Background: an optimization exercise with open tools, aiming at small area. Do not read the settings as production practice. Function was checked by simulation only, so behaviour that the tests miss may differ from the original. Power is estimated from default activity; no workload was simulated.

**image.hex**
```
000
000
000
000
898
818
008
888
088
008
898
818
000
000
000
000
898
898
888
898
088
098
888
098
000
000
000
000
098
09C
09C
898
81C
014
810
814
000
000
000
000
094
89C
89C
8DC
8D4
8D4
894
09C
000
000
000
000
8D4
8DC
8D4
89C
8D4
89C
894
89C
000
000
000
000
8DC
8DC
894
8D4
8D4
89C
8D4
8DC
000
000
000
000
88C
8DE
8DC
88C
89C
8CE
8DC
8CE
000
000
000
000
EAE
CBA
ABA
B8E
9CA
EBA
88A
EEA
000
000
000
000
EBA
FAA
FBA
EBE
7AB
F2E
EAE
EAE
000
000
000
000
32A
62B
2AB
6AE
3AB
32E
7AE
72A
000
000
000
000
323
72B
72A
723
323
72A
32A
72B
000
000
000
000
723
723
722
723
723
723
723
723
000
000
000
000
702
722
702
722
722
723
722
703
000
000
000
000
702
702
722
702
722
722
722
700
000
000
000
000
722
722
722
622
622
622
622
722
000
000
000
000
620
622
702
622
622
622
320
602
000
000
000
000
898
818
008
888
088
008
898
818
000
000
000
000
898
898
888
898
088
098
888
098
000
000
000
000
098
09C
09C
898
81C
014
810
814
000
000
000
000
094
89C
89C
8DC
8D4
8D4
894
09C
000
000
000
000
8D4
8DC
8D4
89C
8D4
89C
894
89C
000
000
000
000
8DC
8DC
894
8D4
8D4
89C
8D4
8DC
000
000
000
000
88C
8DE
8DC
88C
89C
8CE
8DC
8CE
000
000
000
000
EAE
CBA
ABA
B8E
9CA
EBA
88A
EEA
000
000
000
000
EBA
FAA
FBA
EBE
7AB
F2E
EAE
EAE
000
000
000
000
32A
62B
2AB
6AE
3AB
32E
7AE
72A
000
000
000
000
323
72B
72A
723
323
72A
32A
72B
000
000
000
000
723
723
722
723
723
723
723
723
000
000
000
000
702
722
702
722
722
723
722
703
000
000
000
000
702
702
722
702
722
722
722
700
000
000
000
000
722
722
722
622
622
622
622
722
000
000
000
000
620
622
702
622
622
622
320
602
000
000
000
000
898
818
008
888
088
008
898
818
000
000
000
000
898
898
888
898
088
098
888
098
000
000
000
000
098
09C
09C
898
81C
014
810
814
000
000
000
000
094
89C
89C
8DC
8D4
8D4
894
09C
000
000
000
000
8D4
8DC
8D4
89C
8D4
89C
894
89C
000
000
000
000
8DC
8DC
894
8D4
8D4
89C
8D4
8DC
000
000
000
000
88C
8DE
8DC
88C
89C
8CE
8DC
8CE
000
000
000
000
EAE
CBA
ABA
B8E
9CA
EBA
88A
EEA
000
000
000
000
EBA
FAA
FBA
EBE
7AB
F2E
EAE
EAE
000
000
000
000
32A
62B
2AB
6AE
3AB
32E
7AE
72A
000
000
000
000
323
72B
72A
723
323
72A
32A
72B
000
000
000
000
723
723
722
723
723
723
723
723
000
000
000
000
702
722
702
722
722
723
722
703
000
000
000
000
702
702
722
702
722
722
722
700
000
000
000
000
722
722
722
622
622
622
622
722
000
000
000
000
620
622
702
622
622
622
320
602
000
000
000
000
818
810
818
018
810
810
898
890
000
000
000
000
098
098
898
018
898
098
018
898
000
000
000
000
09C
098
098
098
09C
098
098
09C
000
000
000
000
09C
09C
09C
09C
09C
09C
09C
08C
000
000
000
000
09C
89C
8CC
88C
89C
88C
8D4
08C
000
000
000
000
8CC
8CC
8CE
8DC
8DC
8DC
8C4
8DE
000
000
000
000
CDE
8CE
CDE
CCE
CCC
CDE
CCC
CDE
000
000
000
000
EFE
CFE
CBE
EBE
EBE
CBF
C9B
EBF
000
000
000
000
EBF
FBF
EBE
FB6
EBB
6BF
6B2
EBE
000
000
000
000
7B7
7AF
7AF
FB7
7B3
73F
72F
F2B
000
000
000
000
723
323
323
7A7
327
327
38F
397
000
000
000
000
302
322
703
322
302
302
703
703
000
000
000
000
702
702
302
702
302
302
302
302
000
000
000
000
702
702
702
702
702
702
702
702
000
000
000
000
602
702
622
720
602
722
502
702
000
000
000
000
420
620
620
422
600
620
400
620
000
000
000
000
818
810
818
018
810
810
898
890
000
000
000
000
098
098
898
018
898
098
018
898
000
000
000
000
09C
098
098
098
09C
098
098
09C
000
000
000
000
09C
09C
09C
09C
09C
09C
09C
08C
000
000
000
000
09C
89C
8CC
88C
89C
88C
8D4
08C
000
000
000
000
8CC
8CC
8CE
8DC
8DC
8DC
8C4
8DE
000
000
000
000
CDE
8CE
CDE
CCE
CCC
CDE
CCC
CDE
000
000
000
000
EFE
CFE
CBE
EBE
EBE
CBF
C9B
EBF
000
000
000
000
EBF
FBF
EBE
FB6
EBB
6BF
6B2
EBE
000
000
000
000
7B7
7AF
7AF
FB7
7B3
73F
72F
F2B
000
000
000
000
723
323
323
7A7
327
327
38F
397
000
000
000
000
302
322
703
322
302
302
703
703
000
000
000
000
702
702
302
702
302
302
302
302
000
000
000
000
702
702
702
702
702
702
702
702
000
000
000
000
602
702
622
720
602
722
502
702
000
000
000
000
420
620
620
422
600
620
400
620
000
000
000
000
818
810
818
018
810
810
898
890
000
000
000
000
098
098
898
018
898
098
018
898
000
000
000
000
09C
098
098
098
09C
098
098
09C
000
000
000
000
09C
09C
09C
09C
09C
09C
09C
08C
000
000
000
000
09C
89C
8CC
88C
89C
88C
8D4
08C
000
000
000
000
8CC
8CC
8CE
8DC
8DC
8DC
8C4
8DE
000
000
000
000
CDE
8CE
CDE
CCE
CCC
CDE
CCC
CDE
000
000
000
000
EFE
CFE
CBE
EBE
EBE
CBF
C9B
EBF
000
000
000
000
EBF
FBF
EBE
FB6
EBB
6BF
6B2
EBE
000
000
000
000
7B7
7AF
7AF
FB7
7B3
73F
72F
F2B
000
000
000
000
723
323
323
7A7
327
327
38F
397
000
000
000
000
302
322
703
322
302
302
703
703
000
000
000
000
702
702
302
702
302
302
302
302
000
000
000
000
702
702
702
702
702
702
702
702
000
000
000
000
602
702
622
720
602
722
502
702
000
000
000
000
420
620
620
422
600
620
400
620
000
000
000
000
010
000
800
000
810
000
000
008
000
000
000
000
008
01C
01C
018
094
090
008
008
000
000
000
000
08C
01C
08C
09C
01C
09C
00C
00C
000
000
000
000
08C
08C
09C
40C
48C
41C
09C
48C
000
000
000
000
08C
09C
48C
49E
48E
01C
09E
01E
000
000
000
000
49E
8DE
09E
88E
CCC
08C
CCC
09C
000
000
000
000
CDE
CDE
CDE
CDE
CDE
CDE
49E
CDE
000
000
000
000
CFE
EFF
CDF
EFE
FDE
EFE
EDF
FDF
000
000
000
000
FBF
FFF
FFF
FFF
7BF
FFF
FFF
7FF
000
000
000
000
7BF
7BF
7BF
79F
7B7
7BF
79E
79E
000
000
000
000
786
792
7BB
737
7AA
73E
78A
7AA
000
000
000
000
702
302
312
392
700
712
782
302
000
000
000
000
302
302
312
300
302
300
302
302
000
000
000
000
302
300
702
302
700
302
302
300
000
000
000
000
000
600
300
600
702
502
602
302
000
000
000
000
000
420
400
400
420
420
000
420
000
000
000
000
010
000
800
000
810
000
000
008
000
000
000
000
008
01C
01C
018
094
090
008
008
000
000
000
000
08C
01C
08C
09C
01C
09C
00C
00C
000
000
000
000
08C
08C
09C
40C
48C
41C
09C
48C
000
000
000
000
08C
09C
48C
49E
48E
01C
09E
01E
000
000
000
000
49E
8DE
09E
88E
CCC
08C
CCC
09C
000
000
000
000
CDE
CDE
CDE
CDE
CDE
CDE
49E
CDE
000
000
000
000
CFE
EFF
CDF
EFE
FDE
EFE
EDF
FDF
000
000
000
000
FBF
FFF
FFF
FFF
7BF
FFF
FFF
7FF
000
000
000
000
7BF
7BF
7BF
79F
7B7
7BF
79E
79E
000
000
000
000
786
792
7BB
737
7AA
73E
78A
7AA
000
000
000
000
702
302
312
392
700
712
782
302
000
000
000
000
302
302
312
300
302
300
302
302
000
000
000
000
302
300
702
302
700
302
302
300
000
000
000
000
000
600
300
600
702
502
602
302
000
000
000
000
000
420
400
400
420
420
000
420
000
000
000
000
010
000
800
000
810
000
000
008
000
000
000
000
008
01C
01C
018
094
090
008
008
000
000
000
000
08C
01C
08C
09C
01C
09C
00C
00C
000
000
000
000
08C
08C
09C
40C
48C
41C
09C
48C
000
000
000
000
08C
09C
48C
49E
48E
01C
09E
01E
000
000
000
000
49E
8DE
09E
88E
CCC
08C
CCC
09C
000
000
000
000
CDE
CDE
CDE
CDE
CDE
CDE
49E
CDE
000
000
000
000
CFE
EFF
CDF
EFE
FDE
EFE
EDF
FDF
000
000
000
000
FBF
FFF
FFF
FFF
7BF
FFF
FFF
7FF
000
000
000
000
7BF
7BF
7BF
79F
7B7
7BF
79E
79E
000
000
000
000
786
792
7BB
737
7AA
73E
78A
7AA
000
000
000
000
702
302
312
392
700
712
782
302
000
000
000
000
302
302
312
300
302
300
302
302
000
000
000
000
302
300
702
302
700
302
302
300
000
000
000
000
000
600
300
600
702
502
602
302
000
000
000
000
000
420
400
400
420
420
000
420
000
000
000
000
002
000
042
000
002
000
040
002
000
000
000
000
006
00C
00C
00E
400
406
002
40E
000
000
000
000
40C
40E
00C
00E
00E
40E
08E
00E
000
000
000
000
40C
40C
40C
48C
40C
40E
40C
48E
000
000
000
000
40C
40E
40C
48C
41E
48C
41E
48E
000
000
000
000
41E
CDE
49E
4DE
CDE
44E
44C
4DE
000
000
000
000
CDE
CDE
CDE
CDE
CDE
CDE
4DE
C9E
000
000
000
000
CDF
DFF
DFE
CDF
CDE
EDE
EFF
CDE
000
000
000
000
7FF
FFF
FFF
FFF
FBF
FBF
7FF
FFF
000
000
000
000
7BF
7BF
7BF
7BF
7BF
7BF
7BE
79F
000
000
000
000
798
792
7B5
39B
7B3
397
393
7B5
000
000
000
000
390
310
390
392
790
710
790
792
000
000
000
000
310
310
310
312
310
310
310
312
000
000
000
000
310
310
300
300
380
300
302
380
000
000
000
000
100
080
280
000
200
210
100
010
000
000
000
000
080
001
000
081
001
081
081
081
000
000
000
000
002
000
042
000
002
000
040
002
000
000
000
000
006
00C
00C
00E
400
406
002
40E
000
000
000
000
40C
40E
00C
00E
00E
40E
08E
00E
000
000
000
000
40C
40C
40C
48C
40C
40E
40C
48E
000
000
000
000
40C
40E
40C
48C
41E
48C
41E
48E
000
000
000
000
41E
CDE
49E
4DE
CDE
44E
44C
4DE
000
000
000
000
CDE
CDE
CDE
CDE
CDE
CDE
4DE
C9E
000
000
000
000
CDF
DFF
DFE
CDF
CDE
EDE
EFF
CDE
000
000
000
000
7FF
FFF
FFF
FFF
FBF
FBF
7FF
FFF
000
000
000
000
7BF
7BF
7BF
7BF
7BF
7BF
7BE
79F
000
000
000
000
798
792
7B5
39B
7B3
397
393
7B5
000
000
000
000
390
310
390
392
790
710
790
792
000
000
000
000
310
310
310
312
310
310
310
312
000
000
000
000
310
310
300
300
380
300
302
380
000
000
000
000
100
080
280
000
200
210
100
010
000
000
000
000
080
001
000
081
001
081
081
081
000
000
000
000
002
000
042
000
002
000
040
002
000
000
000
000
006
00C
00C
00E
400
406
002
40E
000
000
000
000
40C
40E
00C
00E
00E
40E
08E
00E
000
000
000
000
40C
40C
40C
48C
40C
40E
40C
48E
000
000
000
000
40C
40E
40C
48C
41E
48C
41E
48E
000
000
000
000
41E
CDE
49E
4DE
CDE
44E
44C
4DE
000
000
000
000
CDE
CDE
CDE
CDE
CDE
CDE
4DE
C9E
000
000
000
000
CDF
DFF
DFE
CDF
CDE
EDE
EFF
CDE
000
000
000
000
7FF
FFF
FFF
FFF
FBF
FBF
7FF
FFF
000
000
000
000
7BF
7BF
7BF
7BF
7BF
7BF
7BE
79F
000
000
000
000
798
792
7B5
39B
7B3
397
393
7B5
000
000
000
000
390
310
390
392
790
710
790
792
000
000
000
000
310
310
310
312
310
310
310
312
000
000
000
000
310
310
300
300
380
300
302
380
000
000
000
000
100
080
280
000
200
210
100
010
000
000
000
000
080
001
000
081
001
081
081
081
000
000
000
000
046
042
046
002
446
442
006
402
000
000
000
000
406
406
446
006
046
046
046
046
000
000
000
000
406
40E
40E
40E
40E
40E
40E
406
000
000
000
000
40E
40E
40E
40E
40E
40E
40E
40E
000
000
000
000
40E
44C
C4E
40C
C0E
C4C
C0C
C0C
000
000
000
000
C4C
C4C
C5E
C4E
44C
C5E
C58
C5E
000
000
000
000
CDE
C5C
CDC
C5E
CCE
CDC
CDC
C5E
000
000
000
000
DDF
4DF
CDF
DDF
DDF
CFE
5F7
4C6
000
000
000
000
5FF
7DF
5FF
5F7
7F3
5BF
7BF
7DB
000
000
000
000
7BF
7B9
7B9
3F7
7B1
7B3
3BF
771
000
000
000
000
3B1
331
339
7B1
731
711
719
31D
000
000
000
000
310
311
3B0
391
330
3B1
390
391
000
000
000
000
390
310
390
390
310
310
390
310
000
000
000
000
390
390
390
390
390
390
390
390
000
000
000
000
190
390
191
381
181
281
391
091
000
000
000
000
081
181
181
191
081
180
190
080
000
000
000
000
046
042
046
002
446
442
006
402
000
000
000
000
406
406
446
006
046
046
046
046
000
000
000
000
406
40E
40E
40E
40E
40E
40E
406
000
000
000
000
40E
40E
40E
40E
40E
40E
40E
40E
000
000
000
000
40E
44C
C4E
40C
C0E
C4C
C0C
C0C
000
000
000
000
C4C
C4C
C5E
C4E
44C
C5E
C58
C5E
000
000
000
000
CDE
C5C
CDC
C5E
CCE
CDC
CDC
C5E
000
000
000
000
DDF
4DF
CDF
DDF
DDF
CFE
5F7
4C6
000
000
000
000
5FF
7DF
5FF
5F7
7F3
5BF
7BF
7DB
000
000
000
000
7BF
7B9
7B9
3F7
7B1
7B3
3BF
771
000
000
000
000
3B1
331
339
7B1
731
711
719
31D
000
000
000
000
310
311
3B0
391
330
3B1
390
391
000
000
000
000
390
310
390
390
310
310
390
310
000
000
000
000
390
390
390
390
390
390
390
390
000
000
000
000
190
390
191
381
181
281
391
091
000
000
000
000
081
181
181
191
081
180
190
080
000
000
000
000
046
042
046
002
446
442
006
402
000
000
000
000
406
406
446
006
046
046
046
046
000
000
000
000
406
40E
40E
40E
40E
40E
40E
406
000
000
000
000
40E
40E
40E
40E
40E
40E
40E
40E
000
000
000
000
40E
44C
C4E
40C
C0E
C4C
C0C
C0C
000
000
000
000
C4C
C4C
C5E
C4E
44C
C5E
C58
C5E
000
000
000
000
CDE
C5C
CDC
C5E
CCE
CDC
CDC
C5E
000
000
000
000
DDF
4DF
CDF
DDF
DDF
CFE
5F7
4C6
000
000
000
000
5FF
7DF
5FF
5F7
7F3
5BF
7BF
7DB
000
000
000
000
7BF
7B9
7B9
3F7
7B1
7B3
3BF
771
000
000
000
000
3B1
331
339
7B1
731
711
719
31D
000
000
000
000
310
311
3B0
391
330
3B1
390
391
000
000
000
000
390
310
390
390
310
310
390
310
000
000
000
000
390
390
390
390
390
390
390
390
000
000
000
000
190
390
191
381
181
281
391
091
000
000
000
000
081
181
181
191
081
180
190
080
000
000
000
000
446
046
004
446
406
406
446
444
000
000
000
000
446
446
446
406
446
444
444
404
000
000
000
000
406
40E
40E
40E
446
04E
04E
446
000
000
000
000
44E
40A
40A
C0A
40E
C0A
44E
00A
000
000
000
000
C4A
C4A
C4A
C4E
44E
44A
C4E
C4E
000
000
000
000
C4E
C4A
C4A
C4E
44E
C48
44A
44E
000
000
000
000
C4E
45C
44C
44C
C4C
C5E
4DC
C5C
000
000
000
000
5DD
457
5D4
7DD
4D6
7DD
45F
754
000
000
000
000
5D7
7D5
5D7
7D7
795
7D7
3D5
3D5
000
000
000
000
315
1B5
535
735
735
135
1B5
535
000
000
000
000
3B1
335
335
335
391
395
391
311
000
000
000
000
3B1
3B1
391
3B1
3B1
3B1
311
3B1
000
000
000
000
390
391
391
391
390
391
391
381
000
000
000
000
390
390
391
390
391
381
390
381
000
000
000
000
391
391
391
191
191
391
190
391
000
000
000
000
181
191
191
190
390
380
390
390
000
000
000
000
446
046
004
446
406
406
446
444
000
000
000
000
446
446
446
406
446
444
444
404
000
000
000
000
406
40E
40E
40E
446
04E
04E
446
000
000
000
000
44E
40A
40A
C0A
40E
C0A
44E
00A
000
000
000
000
C4A
C4A
C4A
C4E
44E
44A
C4E
C4E
000
000
000
000
C4E
C4A
C4A
C4E
44E
C48
44A
44E
000
000
000
000
C4E
45C
44C
44C
C4C
C5E
4DC
C5C
000
000
000
000
5DD
457
5D4
7DD
4D6
7DD
45F
754
000
000
000
000
5D7
7D5
5D7
7D7
795
7D7
3D5
3D5
000
000
000
000
315
1B5
535
735
735
135
1B5
535
000
000
000
000
3B1
335
335
335
391
395
391
311
000
000
000
000
3B1
3B1
391
3B1
3B1
3B1
311
3B1
000
000
000
000
390
391
391
391
390
391
391
381
000
000
000
000
390
390
391
390
391
381
390
381
000
000
000
000
391
391
391
191
191
391
190
391
000
000
000
000
181
191
191
190
390
380
390
390
000
000
000
000
446
046
004
446
406
406
446
444
000
000
000
000
446
446
446
406
446
444
444
404
000
000
000
000
406
40E
40E
40E
446
04E
04E
446
000
000
000
000
44E
40A
40A
C0A
40E
C0A
44E
00A
000
000
000
000
C4A
C4A
C4A
C4E
44E
44A
C4E
C4E
000
000
000
000
C4E
C4A
C4A
C4E
44E
C48
44A
44E
000
000
000
000
C4E
45C
44C
44C
C4C
C5E
4DC
C5C
000
000
000
000
5DD
457
5D4
7DD
4D6
7DD
45F
754
000
000
000
000
5D7
7D5
5D7
7D7
795
7D7
3D5
3D5
000
000
000
000
315
1B5
535
735
735
135
1B5
535
000
000
000
000
3B1
335
335
335
391
395
391
311
000
000
000
000
3B1
3B1
391
3B1
3B1
3B1
311
3B1
000
000
000
000
390
391
391
391
390
391
391
381
000
000
000
000
390
390
391
390
391
381
390
381
000
000
000
000
391
391
391
191
191
391
190
391
000
000
000
000
181
191
191
190
390
380
390
390
000
000
000
000
000
000
000
000
000
000
000
000
000
000
000
000
000
000
000
000
000
000
000
000
000
000
000
000
000
000
000
000
000
000
000
000
000
000
000
000
000
000
000
000
000
000
000
000
000
000
000
000
000
000
000
000
000
000
000
000
000
000
000
000
000
000
000
000
000
000
000
000
000
000
000
000
000
000
000
000
000
000
000
000
000
000
000
000
000
000
000
000
000
000
000
000
000
000
000
000
000
000
000
000
000
000
000
000
000
000
000
000
000
000
000
000
000
000
000
000
000
000
000
000
000
000
000
000
000
000
000
000
000
000
000
000
000
000
000
000
000
000
000
000
000
000
000
000
000
000
000
000
000
000
000
000
000
000
000
000
000
000
000
000
000
000
000
000
000
000
000
000
000
000
000
000
000
000
000
000
000
000
000
000
000
000
000
000
000
000
000
000
000
000
000
000
000
000
000
000
000
000
000
000
000
000
000
000
000
000
000
000
000
000
000
000
000
000
000
000
000
000
000
000
000
000
000
000
000
000
000
000
000
000
000
000
000
000
000
000
000
000
000
000
000
000
000
000
000
000
000
000
000
000
000
000
000
000
000
000
000
000
000
000
000
000
000
000
000
000
000
000
000
000
000
000
000
000
000
000
000
000
000
000
000
000
000
000
000
000
000
000
000
000
000
000
000
000
000
000
000
000
000
000
000
000
000
000
000
000
000
000
000
000
000
000
000
000
000
000
000
000
000
000
000
000
000
000
000
000
000
000
000
000
000
000
000
000
000
000
000
000
000
000
000
000
000
000
000
000
000
000
000
000
000
000
000
000
000
000
000
000
000
000
000
000
000
000
000
000
000
000
000
000
000
000
000
000
000
000
000
000
000
000
000
000
000
000
000
000
000
000
000
000
000
000
000
000
000
000
000
000
000
000
000
000
000
000
000
000
000
000
000
000
000
000
000
000
000
000
000
000
000
000
000
000
000
000
000
000
000
000
000
000
000
000
000
000
000
000
000
000
000
000
000
000
000
000
000
000
000
000
000
000
000
000
000
000
000
000
000
000
000
000
000
000
000
000
000
000
000
000
000
000
000
000
000
000
000
000
000
000
000
000
000
000
000
000
000
000
000
000
000
000
000
000
000
000
000
000
000
000
000
000
000
000
000
000
000
000
000
000
000
000
000
000
000
000
000
000
000
000
000
000
000
000
000
000
000
000
000
000
000
000
000
000
000
000
000
000
000
000
000
000
000
000
000
000
000
000
000
000
000
000
000
000
000
000
000
000
000
000
000
000
000
000
000
000
000
000
000
000
000
000
000
000
000
000
000
000
000
000
000
000
000
000
000
000
000
000
000
000
000
000
000
000
000
000
000
000
000
000
000
000
000
000
000
000
000
000
000
000
000
000
000
000
000
000
000
000
000
000
000
000
000
000
000
000
000
000
000
000
000
000
000
000
000
000
000
000
000
000
000
000
000
000
000
000
000
000
000
000
000
000
000
000
000
000
000
000
000
000
000
000
000
000
000
000
000
000
000
000
000
000
000
000
000
000
000
000
000
000
000
000
000
000
000
000
000
000
000
000
000
000
000
000
000
000
000
000
000
000
000
000
000
000
000
000
000
000
000
000
000
000
000
000
000
000
000
000
000
000
000
000
000
000
000
000
000
000
000
000
000
000
000
000
000
000
000
000
000
000
000
000
000
000
000
000
000
000
000
000
000
000
000
000
000
000
000
000
000
000
000
000
000
000
000
000
000
000
000
000
000
000
000
000
000
000
000
000
000
000
000
000
000
000
000
000
000
000
000
000
000
000
000
000
000
000
000
000
000
000
000
000
000
000
000
000
000
000
000
000
000
000
000
000
000
000
000
000
000
000
000
000
000
000
000
000
000
000
000
000
000
000
000
000
000
000
000
000
000
000
000
000
000
000
000
000
000
000
000
000
000
000
000
000
000
000
000
000
000
000
000
000
000
000
000
000
000
000
000
000
000
000
000
000
000
000
000
000
000
000
000
000
000
000
000
000
000
000
000
000
000
000
000
000
000
000
000
000
000
000
000
000
000
000
000
000
000
000
000
000
000
000
000
000
000
000
000
000
000
000
000
000
000
000
000
000
000
000
000
000
000
000
000
000
000
000
000
000
000
000
000
000
000
000
000
000
000
000
000
000
000
000
000
000
000
000
000
000
000
000
000
000
000
000
000
000
000
000
000
000
000
000
000
000
000
000
000
000
000
000
000
000
000
000
000
000
000
000
000
000
000
000
000
000
000
000
000
000
000
000
000
000
000
000
000
000
000
000
000
000
000
000
000
000
000
000
000
000
000
000
000
000
000
000
000
000
000
000
000
000
000
000
000
000
000
000
000
000
000
000
000
000
000
000
000
000
000
000
000
000
000
000
000
000
000
000
000
000
000
000
000
000
000
000
000
000
000
000
000
000
000
000
000
000
000
000
000
000
000
000
000
000
000
000
000
000
000
000
000
000
000
000
000
000
000
000
000
000
000
000
000
000
000
000
000
000
000
000
000
000
000
000
000
000
000
000
000
000
000
000
000
000
000
000
000
000
000
000
000
000
000
000
000
000
000
000
000
000
000
000
000
000
000
000
000
000
000
000
000
000
```
**run.sh**
```bash
#!/bin/bash
# synth_recipe.tcl (not shown) runs the flow's synth.tcl, then flattens the netlist and writes it again
# the make line also repeats each setting of config.mk as NAME=value (left out here)
make -C /OpenROAD-flow-scripts/flow DESIGN_CONFIG=/design/flow/config.mk WORK_HOME=/design/flow/orfs CLKGATE_MAP_FILE= SYNTH_SCRIPT=/design/flow/synth_recipe.tcl finish
```
**config.mk**
```make
export PLATFORM = sky130hd
export DESIGN_NAME = toplevel
export DESIGN_NICKNAME = toplevel
export VERILOG_FILES = /design/flow/design.v
export SDC_FILE = /design/flow/constraint.sdc
export NUM_CORES = 4
export LEC_CHECK = 0
export CAP_MARGIN = 20
export CORE_MARGIN = 2
export CORE_UTILIZATION = 40
export SLEW_MARGIN = 20
export SYNTH_MEMORY_MAX_BITS = 65536
```
**constraint.sdc**
```tcl
create_clock -name core_clock -period 10.0 [get_ports {clock}]
set_input_delay 2.0000 -clock core_clock [delete_from_list [all_inputs] [get_ports {clock}]]
set_output_delay 2.0000 -clock core_clock [all_outputs]
set_load 0.01 [all_outputs]
```
**design.v**
```verilog
`timescale 1ns / 1ps
module romimage (
    input  clock,
    input  reset,
    output led_sclk,
    output [6:1] led_l_sin,
    output [6:1] led_r_sin,
    output led_mode,
    output led_blank,
    output led_xlat,
    output led_gsclk
  );
  parameter INDEX_MAX   = 576;
  parameter GSCLK_WIDTH = 15;
  reg [11:0] sins;
  reg [2:0]  sclk;
  reg        sclk_pulse;
  reg        sclk_stopped;
  reg        gsclk_pulse;
  reg [GSCLK_WIDTH - 1:0] gsclk;
  reg        gsclk_stopped;
  reg [2:0]  blank;
  reg [11:0] rom[INDEX_MAX*8-1:0];
  reg [12:0] index;
  reg [12:0] offset;
  assign {led_r_sin,led_l_sin} = sins;
  assign led_sclk     = sclk[2];
  assign led_gsclk    = gsclk[2];
  assign led_blank    = |blank;
  assign led_xlat     = blank > 1 && blank < 7 && index == 0;
  assign led_mode     = 0;
  initial begin
    $readmemh("image.hex", rom, 0, INDEX_MAX*8-1);
  end
  always @(posedge clock) begin
    if (reset) begin
      sins          <= 0;
      sclk          <= 0;
      sclk_pulse    <= 0;
      sclk_stopped  <= 0;
      gsclk_pulse   <= 0;
      gsclk         <= 0;
      gsclk_stopped <= 0;
      blank         <= 0;
      index         <= 0;
      offset        <= 0;
    end else begin
      sins <= rom[index + offset];
      if (!sclk_stopped) begin
        {sclk_pulse, sclk} <= sclk + 1;
      end
      if (sclk_pulse) begin
        if (index == INDEX_MAX-1) begin
          index <= 0;
          offset <= offset == INDEX_MAX*7 ? 0 : offset + INDEX_MAX;
          sclk_stopped <= 1;
        end else begin
          index <= index + 1;
        end
      end
      if (blank == 0) begin
        {gsclk_pulse, gsclk} <= gsclk + 1;
        if (gsclk_stopped) begin
          sclk_stopped <= 0;
        end
        gsclk_stopped <= 0;
      end else begin
        blank <= blank + 1;
      end
      if (gsclk_pulse) begin
        gsclk_stopped <= 1;
        gsclk <= 0;
        blank <= 1;
      end
    end
  end
endmodule
`timescale 1ns / 1ps
module toplevel(
    input clock,
    input reset,
    output led_sclk,
    output [6:1] led_l_sin,
    output [6:1] led_r_sin,
    input led_xerr,
    output led_mode,
    output led_blank,
    output led_xlat,
    output led_gsclk,
    output cpld_p8,
    output status_yellow,
    output status_orange,
    output status_red,
    output cpld_p2
  );
  parameter INDEX_MAX   = 576;
  parameter GSCLK_WIDTH = 15;
  romimage #(
    .INDEX_MAX(INDEX_MAX),
    .GSCLK_WIDTH(GSCLK_WIDTH)
  ) driver (
    .clock(clock),
    .reset(reset),
    .led_sclk(led_sclk),
    .led_l_sin(led_l_sin),
    .led_r_sin(led_r_sin),
    .led_mode(led_mode),
    .led_blank(led_blank),
    .led_xlat(led_xlat),
    .led_gsclk(led_gsclk)
  );
  reg blank_previous;
  reg [9:0] blank_count;
  assign status_yellow = blank_count[9];
  assign status_orange = 0;
  assign status_red    = !led_xerr;  
  assign cpld_p8       = led_blank;  
  assign cpld_p2       = 1;          
  always @(posedge clock) begin
    if (reset) begin
      blank_previous <= 0;
      blank_count    <= 0;
    end else begin
      blank_previous <= led_blank;
      if (!blank_previous && led_blank) begin
          blank_count <= blank_count + 1;
      end
    end
  end
endmodule
```
==> impl_metrics.yaml <==
floorplan:
  die_area_um2: 29700
  io_pins: 25
  dieWidth_um: 172
  start_util: 0.406
  rows: 61
  core_um2: 27900
  die_h_um: 172
layout:
  fin_nets: 1677
  multiInputGateArea_um2: 9090
  final-seq-area_um2: 1380
  syn_to_final_growth_pct: 5.60
  layout-drive-gt1-share: 0.0762
  fillers: 3009
route:
  ant_nets: 0
  drt_iter0_markers: 3294
  wire_per_inst_um: 34.8
  routed_wirelength_um: 70700
  avgViaCountPerCell: 7.52
  vias: 15285
  dr.pass1.iters: 8
  drc: 0
sta:
  maxSlewViolCount: 0
  whs_ns: 0.451
  hold_viol_final: 0
  min_period_ns: 4.96
  setup_violations: 0
  tns_ns: 0
  rsz0062_at_grt: "no"
  slew_headroom: 0.172
  tightest_slew_ns: 1.23
  fmax_mhz: 202
  finalCritPeriodShare: 0.496
  setup_ws_ns: 5.04
  fin_skew_ns: 0.0191
place:
  dpl.hpwl_um: 48700
  gp_congestion: 1.08
  io_buffer_count: 21
  dp_slack_ns: 5.04
global_routing:
  grt_max_degree: 81
  grt_pass1_vias: 13762
  overflow: 0
  grt_pass1_wl_um: 101000
  gr-usage-all-layers: 0.476
  antenna_found_initial: 2
synthesis:
  synth_top_area_share: 0.120
  syn_area_um2: 11300
  synth_cell_type_count: 97
  synth-edff-count: 0
  yosysWarnings: 2
  async_reset_ff_frac: 0
  yosys.area.top_type: "dfxtp_1"
  synth-seq-cells: 68
  synth_cells: 1748
  yosysSeqAreaShare: 0.120
  synth.avg_cell_area_um2: 6.48
  ys.flop_type: "dfxtp_1"
  synthTopCellsByArea: "dfxtp_1, a21oi_1, nor2_1"
cts:
  clkLatencyLatePin_ns: 0.36
  root_buffer: "clkbuf_16"
  clk_path_buf_depth: 2
  cts_setup_buffers: 0
  cts_buffers: 9
  path_clk_slew_ns: 0.06
  cts_tree: "done"
  holdBufCountCts: 0
  clock_sinks: 68
  cts-resized-gates: 0
  htree_levels: 3
setup_path:
  critical_path_arrival_ns: 2.96
  cp-end-kind: "output pin"
  worstSetupPathType: "in -> out"
  start_kind: "primary input"
  worstPathMaxFanout: 1
  worstPathRequired_ns: 8.00
  r2r_setup_slack_ns: 5.35
power:
  internal_power_uw: 509
  p_seq_frac: 0.411
  vdd_drop_max_mv: 0.107
  powerDensity_nw_per_um2: 58.9
  switchingPower_uw: 195
  p_sw_frac: 0.277
  pwr-share-clk: 0.494
  p_leak_nw: 4.08
  combPwrFrac: 0.095
flow_run:
  max_cap_violations: 0
status:
  outcome: "timing/DRC/antenna clean"
min_path:
  hold_class: "reg -> reg"
-- critical path: stages --
cell and delay [ns]:
clkdlybuf4s50_1 0.39, inv_1 0.05, clkdlybuf4s50_1 0.52
-- power groups by stage --
stage / registers, mW / logic [mW] / clock network [mW]
finish: 0.289 / 0.0671 / 0.348
global route: 0.291 / 0.0750 / 0.359
floorplan: 0.295 / 0.0456 / 0
CTS: 0.289 / 0.0674 / 0.352
detailed placement: 0.295 / 0.0669 / 0
global placement: 0.294 / 0.0649 / 0
-- stage by stage --
step | util | cell area [um2] | instances | power, mW
after floorplan | - | 11300 | 1749 | 0.340
after global placement | 0.417 | 11600 | 2014 | 0.359
after detailed placement | 0.417 | 11600 | 2014 | 0.362
after CTS | 0.428 | 11900 | 2030 | 0.708
after global routing | 0.429 | 11900 | 2031 | 0.725
final | 0.429 | 12000 | 2033 | 0.704
-- layout make-up --
class                   count  share of cell area
clock inverters             5             0.00502
repair buffers             75              0.0515
diodes                      2            0.000419
well taps                 378              0.0396
multi-input cells        1471               0.761
flip-flops and latches     68               0.115
clock buffers              11              0.0203
inverters                  23             0.00722
-- worst paths after layout --
path / startpoint / endpoint / cells past startpoint
hold reg to reg: driver.gsclk_stopped$_SDFFE_PP0P_ / driver.sclk_stopped$_SDFF_PP0_ / 1
setup / recovery: led_xerr / status_red / 3
hold / removal: driver.gsclk_stopped$_SDFFE_PP0P_ / driver.sclk_stopped$_SDFF_PP0_ / 1
setup reg to reg: driver.index[2]$_SDFFE_PP0P_ / driver.sins[3]$_SDFF_PP0_ / 10
-- per-layer routing --
| metal | global-route usage | wire length (um) | vias to the layer above |
|---|---|---|---|
| li1 | - | - | 6411 |
| met1 | 0.574 | 25100 | 7087 |
| met2 | 0.670 | 27500 | 1375 |
| met3 | 0.177 | 10400 | 412 |
| met4 | 0.391 | 7700 | 0 |
| met5 | 0 | 0 | - |
-- cells in the mapped netlist (9+ instances only) --
library cell and number:
a211oi_1 33, a21o_1 15, a21oi_1 196, a221oi_1 26, a22oi_1 24, a311oi_1 16
a31oi_1 34, and2_1 14, and3_1 15, buf_1 17, buf_2 77, buf_4 11
clkbuf_1 79, dfxtp_1 68, ha_1 26, inv_1 17, mux2i_1 11, nand2_1 158
nand2b_1 37, nand3_1 53, nand3b_1 11, nand4_1 18, nor2_1 173, nor2b_1 33
nor3_1 36, o2111ai_1 14, o211ai_1 43, o21a_1 11, o21ai_0 128, o21ai_1 32
o221ai_1 27, o22ai_1 37, o31ai_1 11, o32ai_1 9, or2_2 13, or3_1 15
xnor2_1 26, xor2_1 30
-- cells in the final DEF (no fill, tap or decap), types with 8 or more instances in the layout --
cell type        netlist  final
a21oi_1              196    196
nor2_1               173    173
nand2_1              158    158
o21ai_0              128    128
dfxtp_1               68     64
nand3_1               53     53
buf_4                 11     53
o211ai_1              43     43
nand2b_1              37     37
o22ai_1               37     37
nor3_1                36     36
a31oi_1               34     34
a211oi_1              33     33
nor2b_1               33     32
o21ai_1               32     32
xor2_1                30     28
o221ai_1              27     26
a221oi_1              26     26
ha_1                  26     25
a22oi_1               24     24
xnor2_1               26     22
clkdlybuf4s50_1        0     21
nand4_1               18     18
inv_1                 17     17
a311oi_1              16     16
and3_1                15     15
or3_1                 15     15
a21o_1                15     15
and2_1                14     14
o2111ai_1             14     14
or2_2                 13     13
nand3b_1              11     11
mux2i_1               11     11
o31ai_1               11     11
o21a_1                11     11
o32ai_1                9      9
clkbuf_16              0      9
nor3b_1                8      8
a211o_1                8      8
-- kinds of logic after synthesis --
| family | share of synthesized area |
|---|---|
| XOR/XNOR | 0.0448 |
| AO/OA/AOI/OAI | 0.436 |
| multiplexers | 0.0150 |
| flip-flops | 0.120 |
| adder cells (fa/ha/maj) | 0.0305 |
| AND/OR/NAND/NOR | 0.269 |
| other | 0.000664 |
| buffers and inverters | 0.0838 |
-- state kept, by name, summed over array words and instances, names as in the netlist --
register and cells:
driver.gsclk 15, driver.index 13, driver.sins 12, blank_count 10, driver.offset 7, driver.blank 3
driver.sclk 3, blank_previous 1, driver.gsclk_pulse 1, driver.gsclk_stopped 1, driver.sclk_pulse 1, driver.sclk_stopped 1

==> separate check: timing with driven ports <==
No port has a modelled driver above. Below, the same layout with a new extraction and two added sets of constraints.
Step 1: set_driving_cell puts a clkbuf_16 on clock and a buf_2 on each other input, an assumption about the parent block.
Step 2 moves the port delays by t, midway between the first and last clock arrival at a register: inputs arrive t later, outputs are due t later. That takes back most of the time a late clock gives input paths.
Slacks: ideal / step 1 / step 2; pairs: ideal / step 1.
shift t [ns]: 0.402
setup slack, ns: 5.043 / 5.019 / 5.019
worst hold slack (ns): 0.451 / 0.451 / 0.451
pins driven straight from the clock port: 1
After both steps this run still meets setup and hold. For this run, drivers alone change the setup slack by -0.024 ns; drivers and shift together by -0.024 ns.
